Source: an optimization exercise on an open RTL-to-GDS flow (aim: small area). Production flows keep margins and buffers that such runs may drop.
Function was checked by simulation only, so behaviour that the tests miss may differ from the original.
Power and IR drop assume default switching activity.

### design.v
module IMAGE_PROCESSOR (
	PIXEL_IN,
	CLK,
	VGA_PIXEL_X,
	VGA_PIXEL_Y,
	VGA_VSYNC_NEG,
	RESET,
	RESULT
);
input	[7:0]	PIXEL_IN;
input 		CLK;
input [9:0] VGA_PIXEL_X;
input [9:0] VGA_PIXEL_Y;
input			VGA_VSYNC_NEG;
input			RESET;
output [5:0] RESULT;
reg [2:0] shape_result;
reg [2:0] color_result;
assign RESULT = {color_result, shape_result};
reg [15:0] countBLUE; 
reg [15:0] countRED; 
reg [15:0] countNULL; 
localparam [2:0] R_THRESHOLD = 3'b100;
localparam [2:0] B_THRESHOLD = 3'b100;
localparam [15:0] FRAME_THRESHOLD = 16'd15000;
localparam [15:0] R_CNT_THRESHOLD = 16'd6000; 
localparam [15:0] B_CNT_THRESHOLD = 16'd6000; 	 
reg lastsync; 
reg [7:0] lastY;  
reg [7:0] BLUE_LINE_0;
reg [7:0] BLUE_LINE_1;
reg [7:0] BLUE_LINE_2;
reg [7:0] BLUE_CNT_LINE;
reg [7:0] RED_LINE_0;
reg [7:0] RED_LINE_1;
reg [7:0] RED_LINE_2;
reg [7:0] RED_CNT_LINE;
reg BLUE_T;
reg RED_T;
reg BLUE_D;
reg RED_D;
reg BLUE_S;
reg RED_S;
always @(posedge CLK) begin 
	if(RESET) begin
		countBLUE = 16'b0;
		countRED = 16'b0;
		countNULL = 16'b0;
		BLUE_LINE_0 = 8'b0;
		BLUE_LINE_1 = 8'b0;
		BLUE_LINE_2 = 8'b0;
		RED_LINE_0 = 8'b0;
		RED_LINE_1 = 8'b0;
		RED_LINE_2 = 8'b0;
		shape_result = 3'b0;
		color_result <= 3'b0;
		lastsync = 1'b0;
		lastY = 8'b0;
	end
	else begin
	if(VGA_VSYNC_NEG) begin 
		if(PIXEL_IN[1:0] > 2'b01 && PIXEL_IN[1:0] > (PIXEL_IN[7:5] + 3'b001)  ) begin 	 
			countBLUE = countBLUE + 16'd1; 
			if ( VGA_PIXEL_Y == 6'd42) begin
				BLUE_LINE_0 = BLUE_LINE_0 + 1'b1;
				end
			if ( VGA_PIXEL_Y == 7'd72) begin
				BLUE_LINE_1 = BLUE_LINE_1 + 1'b1;
				end
			if ( VGA_PIXEL_Y == 7'd102) begin
				BLUE_LINE_2 = BLUE_LINE_2 + 1'b1;
				end
			end 
		else begin 
			countNULL = countNULL + 16'd1; 
			end
		if(PIXEL_IN[7:5] > 3'b001 && PIXEL_IN[7:5] > (PIXEL_IN[1:0] + 2'b01) ) begin 
			countRED = countRED + 16'd1; 
			if ( VGA_PIXEL_Y == 6'd42) begin
				RED_LINE_0 = RED_LINE_0 + 1'b1;
				end
			if ( VGA_PIXEL_Y == 7'd72) begin
				RED_LINE_1 = RED_LINE_1 + 1'b1;
				end
			if ( VGA_PIXEL_Y == 7'd102) begin
				RED_LINE_2 = RED_LINE_2 + 1'b1;
				end
			end 
		else begin 
			countNULL = countNULL + 16'd1; 
			end 
		BLUE_D = BLUE_LINE_1 > BLUE_LINE_0 && BLUE_LINE_1 > BLUE_LINE_2;
		RED_D = RED_LINE_1 > RED_LINE_0 && RED_LINE_1 > RED_LINE_2;
		BLUE_T = BLUE_LINE_1 > BLUE_LINE_0 && BLUE_LINE_2 > BLUE_LINE_1;
		RED_T = RED_LINE_1 > RED_LINE_0 && RED_LINE_2 > RED_LINE_1;
		if (BLUE_LINE_0 > 5'd12 && BLUE_LINE_1 > 5'd22 && BLUE_LINE_2 > 5'd22 ) begin
			if (BLUE_D) begin
				shape_result[0] = 1'b1;  
				shape_result[1] = 1'b0; 
				shape_result[2] = 1'b0;
				end
			else if (BLUE_T) begin
				shape_result[0] = 1'b0; 
				shape_result[1] = 1'b0;
				shape_result[2] = 1'b1;  
				end
			else begin
				shape_result[0] = 1'b0; 
				shape_result[1] = 1'b1;  
				shape_result[2] = 1'b0;	
				end
		end
		else if (RED_LINE_0 > 5'd12 && RED_LINE_1 > 5'd22 && RED_LINE_2 > 5'd22 ) begin
			if (RED_D) begin
				shape_result[0] = 1'b1;  
				shape_result[1] = 1'b0; 
				shape_result[2] = 1'b0;
				end
			else if (RED_T) begin
				shape_result[0] = 1'b0; 
				shape_result[1] = 1'b0;
				shape_result[2] = 1'b1;  
				end
			else begin
				shape_result[0] = 1'b0; 
				shape_result[1] = 1'b1;  
				shape_result[2] = 1'b0;
				end
		end
		else begin
				shape_result[0] = 1'b0; 
				shape_result[1] = 1'b0;
				shape_result[2] = 1'b0;
		end
		end
	if(VGA_VSYNC_NEG == 1'b0 && lastsync == 1'b1) begin  
		if(countRED > countBLUE+ 16'd4000 && countRED>countNULL && countRED>16'd4000) begin  
			color_result[0] <= 1'b1;  
			color_result[1] <= 1'b0;
			color_result[2] <= 1'b0;
			end 
		else if(countBLUE > countRED-16'd1000  && countBLUE>countNULL-16'd1000) begin 
			color_result[1] <= 1'b1;  
			color_result[0] <= 1'b0;
			color_result[2] <= 1'b0;
			end 
		else if(countNULL > countBLUE +16'd100 && countNULL > countRED + 16'd100) begin 
			color_result[2] <= 1'b1;  
			color_result[0] <= 1'b0;
			color_result[1] <= 1'b0;
			end 
		countBLUE = 16'b0; 
		countRED = 16'b0; 
		countNULL = 16'b0; 
		BLUE_LINE_0 = 8'b0;
		BLUE_LINE_1 = 8'b0;
		BLUE_LINE_2 = 8'b0;
		RED_LINE_0 = 8'b0;
		RED_LINE_1 = 8'b0;
		RED_LINE_2 = 8'b0;
		end 
	lastsync = VGA_VSYNC_NEG; 
	lastY = VGA_PIXEL_Y;
	end
end 
endmodule
### run.sh
#!/bin/bash
# synth_recipe.tcl (not shown) runs the flow's synth.tcl, then flattens the netlist and writes it again
# the make line also repeats each setting of config.mk as NAME=value (left out here)
make -C /OpenROAD-flow-scripts/flow DESIGN_CONFIG=/design/flow/config.mk WORK_HOME=/design/flow/orfs CLKGATE_MAP_FILE= SYNTH_SCRIPT=/design/flow/synth_recipe.tcl finish
### config.mk
export PLATFORM = sky130hd
export DESIGN_NAME = IMAGE_PROCESSOR
export DESIGN_NICKNAME = IMAGE_PROCESSOR
export VERILOG_FILES = /design/flow/design.v
export SDC_FILE = /design/flow/constraint.sdc
export NUM_CORES = 4
export LEC_CHECK = 0
export CAP_MARGIN = 20
export CORE_MARGIN = 2
export CORE_UTILIZATION = 40
export SLEW_MARGIN = 20
### constraint.sdc
create_clock -name core_clock -period 7.5 [get_ports {CLK}]
set_input_delay 1.5000 -clock core_clock [delete_from_list [all_inputs] [get_ports {CLK}]]
set_output_delay 1.5000 -clock core_clock [all_outputs]
set_load 0.01 [all_outputs]
==> results.yml <==
yosys:
  synth_top_area_share_pct: 18.6
  ys_seq_area_share_pct: 18.6
  syn_inst: 1414
  yosysWarnings: 1
  synthesis.area_um2: 11100
  synth_nets: 1598
  synthTopCellsByArea: "dfxtp_1 19%, ha_1 17%, xnor2_1 8.8%, xor2_1 5.6%, nor2_1 4.8%"
  synth-seq-cells: 103
  synth_top_cell_by_area: "dfxtp_1"
  synth_edf_count: 0
  ys.flop_type: "dfxtp_1"
  avgSynthCellArea_um2: 7.83
  synth_cell_types: 88
  async_reset_ff_share_pct: 0
setup_path:
  r2r_cells: 19
  cp_num_buf_inv: 5
  crit_path_start_kind: "input port"
  critPathMaxStageDelay_ps: 490
  crit_path_end_kind: "register"
  cp_num_cells: 31
  worst-path-max-fanout: 7
  cp_slowest_cell: "or3b_2"
  cp_top_family: "simple AND/OR/NAND/NOR gates"
  critPathKind: "in2reg"
  cp.required_ps: 7800
  cp.arrival_ps: 7340
  path_common_cell: "ha_1"
placed_design:
  placed_area_um2: 12100
  gp_congestion: 0.911
  place_hpwl_mm: 23.4
  place_ws_ps: -41.1
  io_buffers: 23
pwr:
  vdd_drop_max_uv: 117
  powerDensity_nw_per_um2: 111
  p_leak_nw: 5.44
  finalPower_mw: 1.37
route:
  vias_per_cell: 5.50
  drc: 0
  vias: 10094
  drt_iter0_markers: 502
  post_drt_wl_per_cell_um: 16.1
  antenna_left: 0
  wirelength_mm: 29.6
  dr.pass1.iters: 5
clock_network:
  cts_buffer_depth: 2
  root_buffer: "clkbuf_16"
  clock-sinks: 103
  cts.clk_slew.worst_paths_ps: 80
  clkLatencyLatePin_ps: 380
  cts_tree: "yes"
  cts_buffers: 9
  h-tree-depth: 3
  cts_setup_buffers: 0
timing:
  relSlewSlack_pct: 44.0
  max_freq_mhz: 142
  fin_crit_ps: 7040
  hold_viol: 0
  skew_ps: 15.4
  tightest_slew_ps: 839
  setup_violations: 0
  maxSlewViolCount: 0
  layout_worst_path_cycle_share_pct: 93.9
  whs_ps: 481
  worst_slack_ps: 456
global_routing:
  grt_pass1_wl_mm: 49.2
  grt_use_met2_pct: 36.9
  grt_pass1_vias: 9724
  use_met3_pct: 2.93
  grt_overflow_total: 0
  use_met1_pct: 26.9
  antenna_found_initial: 0
  top_usage_layer: "met2"
  gr-usage-all-layers_pct: 21.0
  grt_max_degree: 76
min_path:
  min_delay_path_depth: 2
  hold_class: "reg2reg"
die:
  dieArea_um2: 29000
  ioPinCount: 37
  start_util_pct: 40.9
  fp-row-count: 60
  die_h_um: 170
  die_w_um: 170
  design.core.area_um2: 27100
cells_and_area:
  mostFrequentLayoutCell: "ha_1"
  diodes: 0
  most-common-layout-cells: "153 x ha_1, 141 x nor2_1, 111 x xnor2_1, 103 x dfxtp_1, 103 x nand2_1"
  area_delta_synth_final_pct: 11.9
  drive_above_1_share_pct: 8.81
  nets: 1643
  final_area_um2: 12400
run_status:
  status: "complete, no violations"
job:
  cap_viol_max_count: 0
## area by class of cell
class                      count  area, um^2
fill                        2685       14700
multi-input combinational   1162        8470
sequential                   103        2060
timing repair buffer          92         743
tap                          372         465
inverter                      91         342
clock buffer                  10         239
clock inverter                 6        75.1
## metrics by stage
step	TNS (ps)	std cells	utilization (%)
2_1_floorplan	0	1414	-
3_3_place_gp	0	1820	44.5
3_5_place_dp	-41.1	1820	44.5
4_1_cts	0	1836	45.7
5_1_grt	-27.8	1836	45.7
6_report	0	1836	45.7
## final timing paths
check	start	endpoint	slack, ps
setup / recovery	PIXEL_IN[5]	color_result[0]$_SDFFE_PP0P_	460
hold / removal	shape_result[1]$_SDFFE_PP0P_	shape_result[1]$_SDFFE_PP0P_	480
setup reg to reg	countNULL[0]$_SDFF_PP0_	color_result[0]$_SDFFE_PP0P_	1870
hold reg to reg	shape_result[1]$_SDFFE_PP0P_	shape_result[1]$_SDFFE_PP0P_	480
## per-layer routing
layer / routed length [um] / share of wire (%)
met1: 14100 / 48
met2: 13900 / 47
met4: 598 / 2.0
met5: 0 / 0
met3: 1000 / 3.4
## synthesized netlist by cell type, drive strengths merged, types with 11 or more instances
| cell type | count |
|---|---|
| a21oi | 52 |
| a21o | 34 |
| clkbuf | 37 |
| nand2 | 103 |
| buf | 21 |
| o21a | 17 |
| mux2i | 11 |
| nor2b | 18 |
| inv | 91 |
| a211oi | 13 |
| a31oi | 11 |
| xnor2 | 111 |
| ha | 153 |
| o21ai | 33 |
| nand3 | 70 |
| nor2 | 141 |
| dfxtp | 103 |
| nor3 | 41 |
| xor2 | 71 |
| and3 | 26 |
| nor4 | 30 |
| nand4 | 50 |
| nand2b | 22 |
## report_power, final
group          switching, mW  internal, mW  leakage (nW)  total, mW
logic                  0.171         0.113          4.45      0.284
registers             0.0144         0.554         0.832      0.568
clock network          0.244         0.274         0.157      0.518
## sequential cells by signal, summed over array words and instances (netlist names)
name	flops
BLUE_LINE_2	8
BLUE_LINE_0	8
BLUE_LINE_1	8
countNULL	16
RED_LINE_2	8
countBLUE	16
RED_LINE_1	8
lastsync	1
color_result	3
countRED	16
shape_result	3
RED_LINE_0	8
## kinds of logic (layout without fill, tap and decap cells)
| kind of cell | after synthesis | in the layout | synth area share [%] |
|---|---|---|---|
| XOR/XNOR | 182 | 182 | 14.4 |
| AND/OR/NAND/NOR | 575 | 575 | 27.3 |
| buffers and inverters | 149 | 199 | 5.31 |
| adder cells (fa/ha/maj) | 154 | 154 | 17.4 |
| multiplexers | 14 | 14 | 1.30 |
| AO/OA/AOI/OAI | 237 | 237 | 15.7 |
| flip-flops | 103 | 103 | 18.6 |
## tightest hold or removal path, delay by kind of cell (launching register included)
kind / cells / cell delay [ps]
flip-flops: 1 / 310
AND/OR/NAND/NOR: 1 / 80
AO/OA/AOI/OAI: 1 / 40
## timing repair
item | in CTS | in global routing
resized for setup | 0 | 2
hold buffers | 0 | 0
endpoints found under the setup margin | 0 | 1

## static timing again, ports no longer ideal
The flow's constraints put no driver on any port. The routed layout listed below was extracted and timed again, unchanged, in two steps.
Step 1: set_driving_cell puts a clkbuf_16 on CLK and a buf_2 on each other input, an assumption about the parent block.
Step 2 moves the port delays by t, midway between the first and last clock arrival at a register: inputs arrive t later, outputs are due t later. That takes back most of the time a late clock gives input paths.
Slacks: ideal / step 1 / step 2; pairs: ideal / step 1.
t, ns: 0.417
setup WS [ns]: 0.456 / 0.472 / 0.055
worst register clock-pin slew, ns: 0.08 / 0.08
After both steps setup and hold are still met in this run. The setup slack of this run moves by +0.016 ns with the drivers and by -0.401 ns with both steps.
